Context: an optimization exercise on an open-source flow, tuned for small area and a short achievable clock period. The choices shown serve that exercise and are no tape-out recipe.
Only simulation tests tie the RTL to the original design; equivalence was not proved.

== v58 ==
Design cpu, start of the top module:
module cpu( 
    input clk,                           
    input RST,                           
    output [23:0] AB,                    
    output sync,                         
    input [7:0] DI,                      
    output reg [7:0] DO,                 
    output WE,                           
    input IRQ,                           
    input NMI,                           
    input RDY,                           
    input debug );
clock: 11.0 ns
lec_check: 0
abc_area: 1
abc_clock_period_in_ps: 6000
cap_margin: 20
core_margin: 2
core_utilization: 40
cts_buf_list: sky130_fd_sc_hd__clkbuf_8
cts_cluster_diameter: 60
cts_cluster_size: 14
place_density: 0.6
setup_slack_margin: 4
slew_margin: 20
run.sh (not shown) runs the stock make flow with config.mk's settings and CLKGATE_MAP_FILE= SYNTH_SCRIPT=/design/flow/synth_recipe.tcl, a recipe that flattens the netlist after the stock synthesis.
v58: all stages complete, timing, DRC and antenna checks passed
Here is what was changed in the inputs of v46 compared with v58.
Settings: ABC_CLOCK_PERIOD_IN_PS no longer set, was 6000; SETUP_SLACK_MARGIN now 4.3, was 4.
Delta (v46 minus v58): post-CTS repair timing setup buffer count picked up an extra 9, worst-case register-to-register setup slack increased by 110 ps relative to the old numbers, flip-flop and latch share of the layout cell area fell by 0.45 points. Non-clock buffer count sits higher in v46 than in v58.
> inputs changed (v46 -> v30)
Settings: GPL_ROUTABILITY_DRIVEN newly set to 0; SETUP_SLACK_MARGIN changed from 4.3 to 4.
Notes after the runs:
Diff v46..v30 | count of placed standard cells including taps | negligible
Final cell count ends up higher on v46.
Instance area at placement of v30 is on par with v46.
v30 vs v46 — final period utilization rose 0.87 points.
On relative slew slack, the higher figure sits with v30, not v46.
Global-route wire length before repair came out lower on v30 than on v46.
Relative to v46, global-route usage has decreased by 1.7 points in v30.
Critical path depth ended up 2 lower on v30 than on v46.
Area growth from synthesis to layout was lower in v30 than in v46.
Here is what was changed in the inputs of v55 compared with v30.
Settings: removing CTS_CLUSTER_DIAMETER (formerly 60); removing GPL_ROUTABILITY_DRIVEN (formerly 0); removing CTS_CLUSTER_SIZE (formerly 14).
- v55: full flow OK, the timing, design-rule and antenna checks passed
- Summary of v55 over v30: peak per-stage delay on the critical path increased by 60 ps relative to the old numbers; area of the multi-input gates decreased by 120 sq um relative to the old numbers.
- A last element of the critical path of AB[16] is what v55 shows, while AB[23] belongs to v30.
- sky130_fd_sc_hd__ha_4 as the slowest stage cell on the critical path was reported by v30, and sky130_fd_sc_hd__ha_1 by v55.
- Comparing v55 and v30, the lower non-clock buffer count was measured on v55.


## wip/tundra
cpu, a different RTL version from the one above (not shown whole).
Size: ~20000 um2 of cells after synthesis.
==> flow/config.mk <==
export PLATFORM = sky130hd
export DESIGN_NAME = cpu
export DESIGN_NICKNAME = cpu
export VERILOG_FILES = /design/flow/design.v
export SDC_FILE = /design/flow/constraint.sdc
export NUM_CORES = 4
export LEC_CHECK = 0
export CAP_MARGIN = 20
export CORE_MARGIN = 2
export CORE_UTILIZATION = 40
export PLACE_DENSITY = 0.6
export SETUP_SLACK_MARGIN = 4
export SLEW_MARGIN = 20
==> flow/constraint.sdc <==
create_clock -name core_clock -period 11.0 [get_ports {clk}]
set_input_delay 2.2000 -clock core_clock [delete_from_list [all_inputs] [get_ports {clk}]]
set_output_delay 2.2000 -clock core_clock [all_outputs]
set_load 0.01 [all_outputs]
standard.sh (not shown) runs the stock make flow with config.mk's settings and CLKGATE_MAP_FILE= SYNTH_SCRIPT=/design/flow/synth_recipe.tcl, a recipe that flattens the netlist after the stock synthesis.
==> flow/flow/run.sh <==
#!/bin/bash
# The standard ORFS layout, with the data pins placed together on one edge.
set -euo pipefail
bash standard.sh IO_CONSTRAINTS="$PWD/flow/io.tcl" finish > make_finish.log 2>&1
==> flow/flow/io.tcl <==
# keep the data pins together on the bottom edge, next to the address logic
set_io_pin_constraint -region bottom:* -pin_names {AB[0] AB[1] AB[2] AB[3] AB[4] AB[5] AB[6] AB[7] AB[8] AB[9] AB[10] AB[11] AB[12] AB[13] AB[14] AB[15] AB[16] AB[17] AB[18] AB[19] AB[20] AB[21] AB[22] AB[23] DI[0] DI[1] DI[2] DI[3] DI[4] DI[5] DI[6] DI[7] DO[0] DO[1] DO[2] DO[3] DO[4] DO[5] DO[6] DO[7] WE sync}
wip/tundra reached the final stage; the timing, design-rule and antenna checks on its layout passed.
Edits applied to the flow inputs when going from wip/tundra to wip/lagoon:
- ABC_AREA now 1, previously not set
- CTS_BUF_LIST now sky130_fd_sc_hd__clkbuf_8, previously not set
- SETUP_SLACK_MARGIN now 5, was 4
==> flow/run.sh (new file) <==
#!/bin/bash
# synth_recipe.tcl (not shown) runs the flow's synth.tcl, then flattens the netlist and writes it again
# the make line also repeats each setting of config.mk as NAME=value (left out here)
make -C /OpenROAD-flow-scripts/flow DESIGN_CONFIG=/design/flow/config.mk WORK_HOME=/design/flow/orfs CLKGATE_MAP_FILE= SYNTH_SCRIPT=/design/flow/synth_recipe.tcl finish
removed: flow/flow/run.sh
removed: flow/flow/io.tcl
removed: flow/standard.sh
Results
Taking wip/tundra as the reference point, the synthesized cell count of wip/lagoon rises by 27%.
DI[3] as the origin of the worst setup path was reported by wip/tundra, and DI[0] by wip/lagoon.
Against wip/tundra as the reference, wip/lagoon delivers a higher synthesized netlist net count.
wip/tundra vs wip/lagoon, leading cell type in the layout, fill and taps excluded: nor2_1 vs nand2_1
Comparing wip/lagoon and wip/tundra, the lower total wire length after detailed routing was measured on wip/tundra.
The run showing the greater number of buffers created by CTS is wip/lagoon.
Sort wip/lagoon and wip/tundra by inverter count of the layout excluding clock inverters asc -> top: wip/tundra
In wip/lagoon the global-route usage turned out 1.5 points higher than in wip/tundra.
Number of cells on the critical path for wip/lagoon: 1 up relative to wip/tundra
Inputs modified between wip/lagoon and wip/onyx:
- ABC_AREA no longer set, was 1
- SETUP_SLACK_MARGIN now 4, was 5
- CTS_BUF_LIST no longer set, was sky130_fd_sc_hd__clkbuf_8
==> notes.md <==
- Sort wip/lagoon and wip/onyx by global-route usage asc -> top: wip/onyx
- Diff wip/lagoon -> wip/onyx: number of non-clock buffers fell 34; post-route cell area fell 6.9%; ratio of final minimum period to clock period rose 3.5 points; headroom to the max-slew limit fell 3.2 points.
- Share of the final layout cell area in multi-input gates ended up 3.7 points higher on wip/onyx than on wip/lagoon.
- A start point of the critical path of DI[0] is what wip/lagoon shows, while DI[5] belongs to wip/onyx.
- | cell count | lower: wip/onyx |
- Per the comparison of wip/onyx with wip/lagoon, growth of design area from synthesis to finish went down 5.5 points, maximum number of pins on one net before global-route repair went up 23%, total placed instance area went down 650 um2.
[inputs] wip/xenon vs wip/onyx
- swapping 20 for 5 in CAP_MARGIN
- swapping 20 for 5 in SLEW_MARGIN
- putting CTS_BUF_LIST at sky130_fd_sc_hd__clkbuf_8 where nothing was set
- putting ABC_AREA at 1 where nothing was set
==> notes.md <==
- wip/xenon completed every stage of the flow, and the final layout passed the timing, design-rule and antenna checks.
- Against wip/onyx, wip/xenon reports a synthesized-area fraction occupied by xor and xnor cells that is lower.
- Looking at highest signal layer in the routed design, the met5 result is from wip/xenon; the met4 one comes from wip/onyx.
> inputs changed (wip/xenon -> wip/willow)
- a deleted CTS_BUF_LIST that had been sky130_fd_sc_hd__clkbuf_8
- a deleted ABC_AREA that had been 1
- a change of CAP_MARGIN from 5 to 20
- a change of SLEW_MARGIN from 5 to 20
==> flow/flow/run.sh (new file) <==
#!/bin/bash
# The standard ORFS layout, but with gate resizing free to change a cell's
# footprint (the sky130hd platform default limits it to the same footprint).
set -euo pipefail
bash standard.sh MATCH_CELL_FOOTPRINT=0 finish > make_finish.log 2>&1
==> flow/standard.sh (new file) <==
#!/bin/bash
# synth_recipe.tcl (not shown) runs the flow's synth.tcl, then flattens the netlist and writes it again
# the make line also repeats each setting of config.mk as NAME=value (left out here)
make -C /OpenROAD-flow-scripts/flow DESIGN_CONFIG=/design/flow/config.mk WORK_HOME=/design/flow/orfs CLKGATE_MAP_FILE= SYNTH_SCRIPT=/design/flow/synth_recipe.tcl "${@:-finish}"
removed: flow/run.sh
## What came out
Main combinational cell family by area after synthesis: compound AO/OA/AOI/OAI gates -> wip/willow, simple AND/OR/NAND/NOR gates -> wip/xenon
wip/willow vs wip/xenon: count of cell instances traversed by the critical path down
wip/willow against wip/xenon: fraction of layout cells with a size suffix above 1 increased by 2.7 points relative to the old numbers.
Against wip/xenon, wip/willow reports a total met3 wirelength after detailed routing that is lower.
The following lists how wip/yarrow was set up differently from wip/willow:
- CORE_UTILIZATION changed from 40 to 65
- PLACE_DENSITY changed from 0.6 to 0.75
==> flow/run.sh (new file) <==
#!/bin/bash
# synth_recipe.tcl (not shown) runs the flow's synth.tcl, then flattens the netlist and writes it again
# the make line also repeats each setting of config.mk as NAME=value (left out here)
make -C /OpenROAD-flow-scripts/flow DESIGN_CONFIG=/design/flow/config.mk WORK_HOME=/design/flow/orfs CLKGATE_MAP_FILE= SYNTH_SCRIPT=/design/flow/synth_recipe.tcl finish
removed: flow/flow/run.sh
removed: flow/standard.sh
### Flow results
The period utilization of wip/yarrow is higher than that of wip/willow. Looking at transition time at the pin with the least slew margin, wip/yarrow sits 0.092 ns below wip/willow. From wip/willow to wip/yarrow the numbers moved as follows: final cell count without fillers lost 267, delay of the slowest critical-path stage picked up an extra 0.08 ns, maximum frequency lost about 1.6%. Taking wip/willow as the reference, in wip/yarrow area occupied by registers barely changed; number of instances in the placed design dropped 277; routing usage on met2 climbed 23 points; worst slew slack as a fraction of its limit climbed 5.8 points. In terms of sequential cell count, wip/yarrow and wip/willow differ only marginally. wip/yarrow vs wip/willow, cell at the slowest stage of the critical path: o211ai_1 vs ha_1.

[static timing again, ports no longer ideal]
The results above use ideal ports. As a check the final layouts listed here were re-extracted and re-timed, cells and wires unchanged.
Step 1 assumes that a clkbuf_16 drives the clock port and a buf_2 every other input.
Step 2 times the ports against the registers' clock, not the clock port: input delays grow and output delays shrink by t, the midpoint of the rising clock arrivals with the driver on.
a / b / c = no drivers / after step 1 / after step 2; a / b = the first two.
run	t, ns	setup slack, ns	latest minus earliest clock arrival (ns)	pins driven straight from the clock port
v58	0.696	4.127 / 4.107 / 4.107	0.063 / 0.063	1
v46	0.697	4.221 / 4.183 / 4.183	0.061 / 0.060	1
v30	0.686	4.126 / 4.097 / 4.097	0.050 / 0.050	1
v55	0.677	4.128 / 4.106 / 4.106	0.050 / 0.049	1
wip/tundra	0.625	3.734 / 3.703 / 3.703	0.033 / 0.033	1
wip/lagoon	0.663	4.176 / 4.144 / 4.144	0.038 / 0.038	1
wip/onyx	0.621	3.792 / 3.770 / 3.770	0.016 / 0.017	1
wip/xenon	0.674	3.997 / 3.965 / 3.965	0.051 / 0.051	1
wip/willow	0.615	3.796 / 3.764 / 3.764	0.012 / 0.012	1
wip/yarrow	0.597	3.676 / 3.629 / 3.629	0.024 / 0.024	1
After both steps every run listed still meets setup and hold. For wip/yarrow, which loses most, drivers alone change the setup slack by -0.047 ns; drivers and shift together by -0.047 ns.
